Context: an optimization exercise on an open-source flow, tuned for small area and a short achievable clock period. The choices shown serve that exercise and are no tape-out recipe. Function was checked by simulation only, so behaviour that the tests miss may differ from the original.

Design fp16MAC, start of the top module:
module fp16MAC(a, b, acc, CLK, RESETn);
	input [15:0] a, b;
	input CLK, RESETn;
	output reg [15:0] acc;
	wire        pre_s;
	wire [4:0]  pre_e;
	wire [1:0]  pre_c;
	fm_mul_pre u_pre(.a(a), .b(b), .s(pre_s), .e(pre_e), .c(pre_c));
	reg        in_s;
	reg [1:0]  in_c;
	reg [4:0]  in_e;
	reg [9:0]  in_ma, in_mb;
	wire [12:0] mul_m;
	wire        mul_st;
	fm_mul_prod u_prod(.ma(in_ma), .mb(in_mb), .m(mul_m), .st(mul_st));
	reg        md_s;
	reg [1:0]  md_c;
	reg [4:0]  md_e;
	reg [12:0] md_m;
	reg        md_st;
	wire [15:0] prod_w;
	fm_mul_round u_rnd(.s(md_s), .e(md_e), .c(md_c), .m(md_m), .st(md_st), .p(prod_w));
	reg [15:0] prod;
	wire [15:0] sum_w;
	fm_add u_add(.A(acc), .B(prod), .Y(sum_w));
	always @(posedge CLK, negedge RESETn) begin
		if (!RESETn) begin
			in_s <= 1'b0;
			in_c <= 2'd0;
			md_s <= 1'b0;
			md_c <= 2'd0;
			prod <= 16'd0;
			acc  <= 16'd0;
		end else begin
			in_s <= pre_s;
			in_c <= pre_c;
			md_s <= in_s;
			md_c <= in_c;
			prod <= prod_w;
			acc  <= sum_w;
		end
	end
	always @(posedge CLK) begin
		in_e  <= pre_e;
		in_ma <= a[9:0];
		in_mb <= b[9:0];
		md_e  <= in_e;
		md_m  <= mul_m;
		md_st <= mul_st;
	end
endmodule
Size in the first run: roughly 1400 cells after synthesis, about 82 flip-flops, ~50 I/O pins, ~0.0099 mm2 of cells after synthesis.
export LEC_CHECK = 0
export ABC_AREA = 1
export CAP_MARGIN = 20
export CORE_MARGIN = 2
export CORE_UTILIZATION = 55
export CTS_BUF_LIST = sky130_fd_sc_hd__clkbuf_8
export SLEW_MARGIN = 20
export SYNTH_HIERARCHICAL = 1
create_clock -name core_clock -period 15.5 [get_ports {CLK}]
standard.sh (not shown) runs the stock make flow with config.mk's settings and CLKGATE_MAP_FILE= SYNTH_SCRIPT=/design/flow/synth_recipe.tcl, a recipe that flattens the netlist after the stock synthesis.
==> flow/flow/run.sh <==
#!/bin/bash
# Own flow: the standard layout (standard.sh, unchanged ORFS scripts)
# with three changes:
#  - its own synthesis script, flow/own_synth.tcl (see there);
#  - repair_timing aims for 9.8 ns of setup slack (SETUP_SLACK_MARGIN),
#    i.e. it sizes the critical paths for about a 5.7 ns clock, while the
#    design is still laid out and signed off at the design's period;
#  - the ports are buffered with buf_1 cells instead of the larger delay
#    buffers buffer_ports picks by default (every port is still buffered).
# Floorplan, power grid, placement, clock tree and routing are otherwise the
# standard flow's.  Each make step writes its full log under orfs/logs/; the
# make output itself goes to standard.log here.
set -euo pipefail
cp config.mk own_config.mk
echo 'export BUFFER_PORTS_ARGS = -buffer_cell sky130_fd_sc_hd__buf_1' >> own_config.mk
sed -E -e "s#SYNTH_SCRIPT=[^ ]+#SYNTH_SCRIPT=$PWD/flow/own_synth.tcl SETUP_SLACK_MARGIN=9.6 ABC_LOAD_IN_FF=10#" \
       -e "s#DESIGN_CONFIG=[^ ]+#DESIGN_CONFIG=$PWD/own_config.mk#" standard.sh > own_standard.sh
grep -q "SYNTH_SCRIPT=$PWD/flow/own_synth.tcl" own_standard.sh
grep -q "DESIGN_CONFIG=$PWD/own_config.mk" own_standard.sh
bash own_standard.sh > standard.log 2>&1
==> flow/flow/abc_area.script <==
strash
dch
amap
topo
stime -c
buffer -c
upsize -c
dnsize -c
==> flow/flow/abc_fast.script <==
strash
balance
rewrite
refactor
balance
rewrite -z
refactor -z
balance
rewrite -z
refactor -z
balance
dch
map -B 0.9
topo
stime -c
buffer -c
upsize -c
dnsize -c
==> flow/flow/own_synth.tcl <==
set own_dir [file dirname [file normalize [info script]]]
proc synth {args} {
  if {[lsearch -exact $args "fine:"] >= 0} {
    yosys synth -nofsm -noshare -noabc {*}$args
  } else {
    yosys synth -nofsm -noshare {*}$args
  }
}
proc extract_fa {args} { yosys extract_fa {*}$args fm_mul_prod }
proc keep_hierarchy {args} {
  foreach m {fm_add fm_mul_prod fm_mul_round} { yosys setattr -mod -set keep_hierarchy 1 $m }
}
proc abc {args} {
  global own_dir
  set i [expr {[lsearch -exact $args -script] + 1}]
  yosys abc {*}[lreplace $args $i $i $own_dir/abc_fast.script] fm_add
  yosys abc {*}[lreplace $args $i $i $own_dir/abc_area.script] fm_mul_prod fm_mul_round fp16MAC
}
source $::env(SCRIPTS_DIR)/synth.tcl
# left out here: clear keep_hierarchy, flatten, clean up, hide names made inside functions, write 1_2_yosys.v
The starting point finished clean.
Then changed:
--- a/flow/flow/run.sh
+++ b/flow/flow/run.sh
@@ -16 +16 @@
-sed -E -e "s#SYNTH_SCRIPT=[^ ]+#SYNTH_SCRIPT=$PWD/flow/own_synth.tcl SETUP_SLACK_MARGIN=9.6 ABC_LOAD_IN_FF=10#" \
+sed -E -e "s#SYNTH_SCRIPT=[^ ]+#SYNTH_SCRIPT=$PWD/flow/own_synth.tcl SETUP_SLACK_MARGIN=9.8#" \
Outcome: Design area went up by about 1.5%. Via count went up by 0.91%. Hold slack hardly moves.
Then changed:
CTS_BUF_LIST = not set   (was sky130_fd_sc_hd__clkbuf_8)
Result:
- cell count is about the same
- worst hold slack is worse by 0.0055 ns
- area after synthesis does not change
- wire length rises by about 0.34%
- via count falls by 0.47%
Then changed:
--- a/flow/flow/run.sh
+++ b/flow/flow/run.sh
@@ -16 +16 @@
-sed -E -e "s#SYNTH_SCRIPT=[^ ]+#SYNTH_SCRIPT=$PWD/flow/own_synth.tcl SETUP_SLACK_MARGIN=9.8#" \
+sed -E -e "s#SYNTH_SCRIPT=[^ ]+#SYNTH_SCRIPT=$PWD/flow/own_synth.tcl SETUP_SLACK_MARGIN=10.0#" \
CTS_BUF_LIST = sky130_fd_sc_hd__clkbuf_8   (was not set)
Design area went up by 2.2%.
Synthesized cell count stays the same.
Routed wire length is higher by 2.3%.

---

== the previous run ==
fp16MAC again, from the RTL that the note above started with.
Settings: LEC_CHECK=0, ABC_AREA=1, CAP_MARGIN=20, CORE_MARGIN=2, CORE_UTILIZATION=55, CTS_BUF_LIST=sky130_fd_sc_hd__clkbuf_8, SLEW_MARGIN=20, SYNTH_HIERARCHICAL=1; clock period 15.5 ns.
==> flow/flow/run.sh <==
#!/bin/bash
# Own flow: the standard layout (standard.sh, unchanged ORFS scripts)
# with three changes:
#  - its own synthesis script, flow/own_synth.tcl (see there);
#  - repair_timing aims for 9.8 ns of setup slack (SETUP_SLACK_MARGIN),
#    i.e. it sizes the critical paths for about a 5.7 ns clock, while the
#    design is still laid out and signed off at the design's period;
#  - the ports are buffered with buf_1 cells instead of the larger delay
#    buffers buffer_ports picks by default (every port is still buffered).
# Floorplan, power grid, placement, clock tree and routing are otherwise the
# standard flow's.  Each make step writes its full log under orfs/logs/; the
# make output itself goes to standard.log here.
set -euo pipefail
cp config.mk own_config.mk
echo 'export BUFFER_PORTS_ARGS = -buffer_cell sky130_fd_sc_hd__buf_1' >> own_config.mk
sed -E -e "s#SYNTH_SCRIPT=[^ ]+#SYNTH_SCRIPT=$PWD/flow/own_synth.tcl SETUP_SLACK_MARGIN=9.8 ABC_LOAD_IN_FF=15#" \
       -e "s#DESIGN_CONFIG=[^ ]+#DESIGN_CONFIG=$PWD/own_config.mk#" standard.sh > own_standard.sh
grep -q "SYNTH_SCRIPT=$PWD/flow/own_synth.tcl" own_standard.sh
grep -q "DESIGN_CONFIG=$PWD/own_config.mk" own_standard.sh
bash own_standard.sh > standard.log 2>&1
Scripts as last shown in full above: flow/flow/abc_area.script, flow/flow/abc_fast.script, flow/flow/own_synth.tcl
The previous run went all the way through the flow, and no timing, DRC or antenna check failed.
For the current run, these inputs were changed with respect to the previous run:
- putting TNS_END_PERCENT at 20 where nothing was set
==> flow/flow/run.sh <==
#!/bin/bash
set -euo pipefail
cp config.mk own_config.mk
echo 'export BUFFER_PORTS_ARGS = -buffer_cell sky130_fd_sc_hd__buf_1' >> own_config.mk
sed -E -e "s#SYNTH_SCRIPT=[^ ]+#SYNTH_SCRIPT=$PWD/flow/own_synth.tcl SETUP_SLACK_MARGIN=9.8 ABC_LOAD_IN_FF=10#" \
       -e "s#DESIGN_CONFIG=[^ ]+#DESIGN_CONFIG=$PWD/own_config.mk#" standard.sh > own_standard.sh
grep -q "SYNTH_SCRIPT=$PWD/flow/own_synth.tcl" own_standard.sh
grep -q "DESIGN_CONFIG=$PWD/own_config.mk" own_standard.sh
bash own_standard.sh > standard.log 2>&1
### Flow results
Relative to the previous run, the current run improves die footprint.
Summary of the current run over the previous run: routed length on met2 shows an increase of 1.2%; sequential share of cell area shows an increase of 0.24 points.
Distinct cell type count of the synthesized netlist was lower in the run labelled the current run.

---

fp16MAC again, from the RTL that the note above started with.
export LEC_CHECK = 0
export ABC_AREA = 1
export CAP_MARGIN = 20
export CORE_MARGIN = 2
export CORE_UTILIZATION = 55
export CTS_BUF_LIST = sky130_fd_sc_hd__clkbuf_8
export SLEW_MARGIN = 20
export SYNTH_HIERARCHICAL = 1
create_clock -name core_clock -period 15.5 [get_ports {CLK}]
==> flow/flow/run.sh <==
#!/bin/bash
# Own flow: the standard layout (standard.sh, unchanged ORFS scripts)
# with three changes:
#  - its own synthesis script, flow/own_synth.tcl (see there);
#  - repair_timing aims for 9.8 ns of setup slack (SETUP_SLACK_MARGIN),
#    i.e. it sizes the critical paths for about a 5.7 ns clock, while the
#    design is still laid out and signed off at the design's period;
#  - the ports are buffered with buf_1 cells instead of the larger delay
#    buffers buffer_ports picks by default (every port is still buffered).
# Floorplan, power grid, placement, clock tree and routing are otherwise the
# standard flow's.  Each make step writes its full log under orfs/logs/; the
# make output itself goes to standard.log here.
set -euo pipefail
cp config.mk own_config.mk
echo 'export BUFFER_PORTS_ARGS = -buffer_cell sky130_fd_sc_hd__buf_1' >> own_config.mk
sed -E -e "s#SYNTH_SCRIPT=[^ ]+#SYNTH_SCRIPT=$PWD/flow/own_synth.tcl SETUP_SLACK_MARGIN=9.8#" \
       -e "s#DESIGN_CONFIG=[^ ]+#DESIGN_CONFIG=$PWD/own_config.mk#" standard.sh > own_standard.sh
grep -q "SYNTH_SCRIPT=$PWD/flow/own_synth.tcl" own_standard.sh
grep -q "DESIGN_CONFIG=$PWD/own_config.mk" own_standard.sh
bash own_standard.sh > standard.log 2>&1
Scripts as last shown in full above: flow/flow/abc_area.script, flow/flow/abc_fast.script, flow/flow/own_synth.tcl
The starting point passed the timing, DRC and antenna checks.
Then changed:
--- a/flow/flow/run.sh
+++ b/flow/flow/run.sh
@@ -16 +16 @@
-sed -E -e "s#SYNTH_SCRIPT=[^ ]+#SYNTH_SCRIPT=$PWD/flow/own_synth.tcl SETUP_SLACK_MARGIN=9.8#" \
+sed -E -e "s#SYNTH_SCRIPT=[^ ]+#SYNTH_SCRIPT=$PWD/flow/own_synth.tcl SETUP_SLACK_MARGIN=9.9 ABC_LOAD_IN_FF=10#" \
After rerunning: The new run ran to the end with no violations; core utilization rises by 1.4 points; design area rises by 2.3%; routed wire length went up by 2.9%; register-to-register slack improves by 130 ps; global-route usage increases by 0.78 points.
Then changed:
--- a/flow/flow/run.sh
+++ b/flow/flow/run.sh
@@ -16 +16 @@
-sed -E -e "s#SYNTH_SCRIPT=[^ ]+#SYNTH_SCRIPT=$PWD/flow/own_synth.tcl SETUP_SLACK_MARGIN=9.9 ABC_LOAD_IN_FF=10#" \
+sed -E -e "s#SYNTH_SCRIPT=[^ ]+#SYNTH_SCRIPT=$PWD/flow/own_synth.tcl SETUP_SLACK_MARGIN=9.8#" \
CORE_UTILIZATION = 70   (was 55)
Flip-flop and latch count is unchanged. Wire length grows by about 2.3%. Worst hold slack is about the same. Final area shrinks by about 3.4%. Global-route usage goes up by 9.7 points. Non-clock buffer count decreases by 14. Setup slack gets worse by 220 ps. Synthesized area is about the same. Cell count came out lower by about 4%.

---

## the baseline
fp16MAC, a different RTL version from the one above (not shown whole).
Size in the first run: ~1500 cells after synthesis, ~50 I/O pins.
==> flow/config.mk <==
export PLATFORM = sky130hd
export DESIGN_NAME = fp16MAC
export DESIGN_NICKNAME = fp16MAC
export VERILOG_FILES = /design/flow/design.v
export SDC_FILE = /design/flow/constraint.sdc
export NUM_CORES = 4
export LEC_CHECK = 0
export ABC_AREA = 1
export CAP_MARGIN = 20
export CORE_MARGIN = 2
export CORE_UTILIZATION = 55
export SLEW_MARGIN = 20
export SYNTH_HIERARCHICAL = 1
==> flow/constraint.sdc <==
create_clock -name core_clock -period 15.5 [get_ports {CLK}]
set_input_delay 3.1000 -clock core_clock [delete_from_list [all_inputs] [get_ports {CLK}]]
set_output_delay 3.1000 -clock core_clock [all_outputs]
set_load 0.01 [all_outputs]
==> flow/flow/run.sh <==
#!/bin/bash
# Own flow: the standard layout (standard.sh, unchanged ORFS scripts and
# settings) with its own synthesis script, flow/own_synth.tcl (see there).
# Floorplan, power grid, placement, clock tree and routing are the standard
# flow's.  Each make step writes its full log under orfs/logs/; the make
# output itself goes to standard.log here.
set -euo pipefail
sed -E "s#SYNTH_SCRIPT=[^ ]+#SYNTH_SCRIPT=$PWD/flow/own_synth.tcl SETUP_SLACK_MARGIN=9.8 RECOVER_POWER=100#" standard.sh > own_standard.sh
grep -q "SYNTH_SCRIPT=$PWD/flow/own_synth.tcl" own_standard.sh
bash own_standard.sh > standard.log 2>&1
==> flow/flow/abc_fast.script <==
strash
dch
map -B 0.9
topo
stime -c
buffer -c
upsize -c
dnsize -c
Scripts as last shown in full above: flow/flow/abc_area.script, flow/flow/own_synth.tcl
What the final checks of the baseline revealed, after a flow that finished every stage, was a layout that fails on capacitance limit, slew limit.
Input changes introduced in the candidate (baseline for comparison: the baseline):
diff --git a/flow/flow/run.sh b/flow/flow/run.sh
--- a/flow/flow/run.sh
+++ b/flow/flow/run.sh
@@ -7,3 +7,3 @@
 set -euo pipefail
-sed -E "s#SYNTH_SCRIPT=[^ ]+#SYNTH_SCRIPT=$PWD/flow/own_synth.tcl SETUP_SLACK_MARGIN=9.8 RECOVER_POWER=100#" standard.sh > own_standard.sh
+sed -E "s#SYNTH_SCRIPT=[^ ]+#SYNTH_SCRIPT=$PWD/flow/own_synth.tcl SETUP_SLACK_MARGIN=10.0#" standard.sh > own_standard.sh
 grep -q "SYNTH_SCRIPT=$PWD/flow/own_synth.tcl" own_standard.sh
==> flow/flow/abc_fast.script <==
strash
balance
rewrite
refactor
balance
rewrite -z
refactor -z
balance
rewrite -z
refactor -z
balance
dch
map -B 0.9
topo
stime -c
buffer -c
upsize -c
dnsize -c
==> comparison <==
- Area after detailed placement, the candidate and the baseline, lower one = the candidate.
- Looking at launch point of the worst path, the acc[13] result is from the baseline; the prod[11] one comes from the candidate.
- The candidate completed; timing, DRC and antenna clean
- Count of buffering cells on the critical path with inverters included, the candidate and the baseline: higher on the baseline
- Cell area (the candidate over the baseline): increase, 230 um^2
- | layout filler cell count | higher: the baseline |
- The candidate vs. the baseline: wire length now larger; standard cell core area now smaller; die area now smaller.

---

RTL: one of the versions met above, not the one the previous note started from.
Size: about 1400 cells after synthesis, ~50 I/O pins, roughly 0.0099 sq mm of cells after synthesis.
## fp16MAC
module fp16MAC(a, b, acc, CLK, RESETn);
	input [15:0] a, b;
	input CLK, RESETn;
	output reg [15:0] acc;
	wire        pre_s;
	wire [4:0]  pre_e;
	wire [1:0]  pre_c;
	fm_mul_pre u_pre(.a(a), .b(b), .s(pre_s), .e(pre_e), .c(pre_c));
	reg        in_s;
	reg [1:0]  in_c;
	reg [4:0]  in_e;
	reg [9:0]  in_ma, in_mb;
	wire [12:0] mul_m;
	wire        mul_st;
	fm_mul_prod u_prod(.ma(in_ma), .mb(in_mb), .m(mul_m), .st(mul_st));
	reg        md_s;
	reg [1:0]  md_c;
	reg [4:0]  md_e;
	reg [12:0] md_m;
	reg        md_st;
	wire [15:0] prod_w;
	fm_mul_round u_rnd(.s(md_s), .e(md_e), .c(md_c), .m(md_m), .st(md_st), .p(prod_w));
	reg [15:0] prod;
	wire [15:0] sum_w;
	fm_add u_add(.A(acc), .B(prod), .Y(sum_w));
	always @(posedge CLK, negedge RESETn) begin
		if (!RESETn) begin
			in_s <= 1'b0;
			in_c <= 2'd0;
			md_s <= 1'b0;
			md_c <= 2'd0;
			prod <= 16'd0;
			acc  <= 16'd0;
		end else begin
			in_s <= pre_s;
			in_c <= pre_c;
			md_s <= in_s;
			md_c <= in_c;
			prod <= prod_w;
			acc  <= sum_w;
		end
	end
	always @(posedge CLK) begin
		in_e  <= pre_e;
		in_ma <= a[9:0];
		in_mb <= b[9:0];
		md_e  <= in_e;
		md_m  <= mul_m;
		md_st <= mul_st;
	end
endmodule
==> flow/config.mk <==
export PLATFORM = sky130hd
export DESIGN_NAME = fp16MAC
export DESIGN_NICKNAME = fp16MAC
export VERILOG_FILES = /design/flow/design.v
export SDC_FILE = /design/flow/constraint.sdc
export NUM_CORES = 4
export LEC_CHECK = 0
export ABC_AREA = 1
export CAP_MARGIN = 20
export CORE_MARGIN = 2
export CORE_UTILIZATION = 55
export SLEW_MARGIN = 20
export SYNTH_HIERARCHICAL = 1
==> flow/constraint.sdc <==
create_clock -name core_clock -period 15.5 [get_ports {CLK}]
set_input_delay 3.1000 -clock core_clock [delete_from_list [all_inputs] [get_ports {CLK}]]
set_output_delay 3.1000 -clock core_clock [all_outputs]
set_load 0.01 [all_outputs]
==> flow/flow/run.sh <==
#!/bin/bash
# Own flow: the standard layout (standard.sh, unchanged ORFS scripts and
# settings) with its own synthesis script, flow/own_synth.tcl (see there).
# Floorplan, power grid, placement, clock tree and routing are the standard
# flow's.  Each make step writes its full log under orfs/logs/; the make
# output itself goes to standard.log here.
set -euo pipefail
sed -E "s#SYNTH_SCRIPT=[^ ]+#SYNTH_SCRIPT=$PWD/flow/own_synth.tcl SETUP_SLACK_MARGIN=9.8#" standard.sh > own_standard.sh
grep -q "SYNTH_SCRIPT=$PWD/flow/own_synth.tcl" own_standard.sh
bash own_standard.sh > standard.log 2>&1
==> flow/flow/abc_fast.script <==
strash
balance
rewrite
refactor
balance
rewrite -z
refactor -z
balance
rewrite -z
refactor -z
balance
dch
map -B 0.9
topo
stime -c
buffer -c
upsize -c
dnsize -c
Scripts as last shown in full above: flow/flow/abc_area.script, flow/flow/own_synth.tcl
Then changed:
==> flow/flow/run.sh (replaced) <==
#!/bin/bash
set -euo pipefail
cp config.mk own_config.mk
echo 'export BUFFER_PORTS_ARGS = -buffer_cell sky130_fd_sc_hd__buf_1' >> own_config.mk
sed -E -e "s#SYNTH_SCRIPT=[^ ]+#SYNTH_SCRIPT=$PWD/flow/own_synth.tcl SETUP_SLACK_MARGIN=9.8 ABC_LOAD_IN_FF=10#" \
       -e "s#DESIGN_CONFIG=[^ ]+#DESIGN_CONFIG=$PWD/own_config.mk#" standard.sh > own_standard.sh
grep -q "SYNTH_SCRIPT=$PWD/flow/own_synth.tcl" own_standard.sh
grep -q "DESIGN_CONFIG=$PWD/own_config.mk" own_standard.sh
bash own_standard.sh > standard.log 2>&1
CTS_BUF_LIST = sky130_fd_sc_hd__clkbuf_8   (was not set)
TNS_END_PERCENT = 50   (was not set)
- non-clock buffer count drops by 15
- wire length drops by 0.48%
Then changed:
==> flow/flow/run.sh (replaced) <==
#!/bin/bash
# Own flow: the standard layout (standard.sh, unchanged ORFS scripts)
# with three changes:
#  - its own synthesis script, flow/own_synth.tcl (see there);
#  - repair_timing aims for 9.8 ns of setup slack (SETUP_SLACK_MARGIN),
#    i.e. it sizes the critical paths for about a 5.7 ns clock, while the
#    design is still laid out and signed off at the design's period;
#  - the ports are buffered with buf_1 cells instead of the larger delay
#    buffers buffer_ports picks by default (every port is still buffered).
# Floorplan, power grid, placement, clock tree and routing are otherwise the
# standard flow's.  Each make step writes its full log under orfs/logs/; the
# make output itself goes to standard.log here.
set -euo pipefail
cp config.mk own_config.mk
echo 'export BUFFER_PORTS_ARGS = -buffer_cell sky130_fd_sc_hd__buf_1' >> own_config.mk
sed -E -e "s#SYNTH_SCRIPT=[^ ]+#SYNTH_SCRIPT=$PWD/flow/own_synth.tcl SETUP_SLACK_MARGIN=9.8 ABC_LOAD_IN_FF=2#" \
       -e "s#DESIGN_CONFIG=[^ ]+#DESIGN_CONFIG=$PWD/own_config.mk#" standard.sh > own_standard.sh
grep -q "SYNTH_SCRIPT=$PWD/flow/own_synth.tcl" own_standard.sh
grep -q "DESIGN_CONFIG=$PWD/own_config.mk" own_standard.sh
bash own_standard.sh > standard.log 2>&1
TNS_END_PERCENT = not set   (was 50)
- critical path depth does not change
- sequential share of layout area is lower by 0.37 points

## port drivers added, routing unchanged
No port has a modelled driver above. Below, the same layouts with a new extraction and two added sets of constraints. Step 1 (the two cells are an assumption about what drives the block):
set clk [get_ports {CLK}]
set_driving_cell -lib_cell sky130_fd_sc_hd__clkbuf_16 $clk
set_driving_cell -lib_cell sky130_fd_sc_hd__buf_2 [delete_from_list [all_inputs] $clk]
Step 2, shift: input delay + t, output delay - t, t = (earliest + latest rising clock arrival at the registers) / 2. This alone moves slack from input paths to output paths. Slacks: ideal / step 1 / step 2; pairs: ideal / step 1.
| run | shift t [ns] | slack for setup (ns) | clock arrival spread, ns | slew at the worst register clock pin (ns) |
|---|---|---|---|---|
| the first run of note 1 | 0.401 | 10.194 / 10.194 / 10.194 | 0.011 / 0.010 | 0.10 / 0.10 |
| the second run of note 1 | 0.391 | 10.141 / 10.141 / 10.141 | 0.019 / 0.019 | 0.10 / 0.10 |
| the third run of note 1 | 0.374 | 10.137 / 10.137 / 10.137 | 0.012 / 0.012 | 0.07 / 0.07 |
| the fourth run of note 1 | 0.389 | 10.244 / 10.244 / 10.244 | 0.017 / 0.018 | 0.10 / 0.10 |
| the previous run | 0.387 | 10.186 / 10.186 / 10.186 | 0.009 / 0.010 | 0.09 / 0.09 |
| the current run | 0.400 | 10.199 / 10.199 / 10.199 | 0.009 / 0.010 | 0.10 / 0.10 |
| the first run of note 3 | 0.391 | 10.141 / 10.141 / 10.141 | 0.019 / 0.019 | 0.10 / 0.10 |
| the second run of note 3 | 0.399 | 10.267 / 10.267 / 10.267 | 0.010 / 0.010 | 0.10 / 0.10 |
| the third run of note 3 | 0.411 | 10.048 / 10.048 / 10.048 | 0.018 / 0.018 | 0.10 / 0.10 |
| the baseline | 0.382 | 8.666 / 8.666 / 8.666 | 0.005 / 0.005 | 0.07 / 0.07 |
| the candidate | 0.379 | 10.402 / 10.402 / 10.402 | 0.009 / 0.009 | 0.07 / 0.07 |
| the first run of note 5 | 0.386 | 10.167 / 10.167 / 10.167 | 0.008 / 0.008 | 0.07 / 0.07 |
| the second run of note 5 | 0.400 | 10.199 / 10.199 / 10.199 | 0.009 / 0.010 | 0.10 / 0.10 |
| the third run of note 5 | 0.405 | 10.158 / 10.158 / 10.158 | 0.009 / 0.009 | 0.10 / 0.10 |
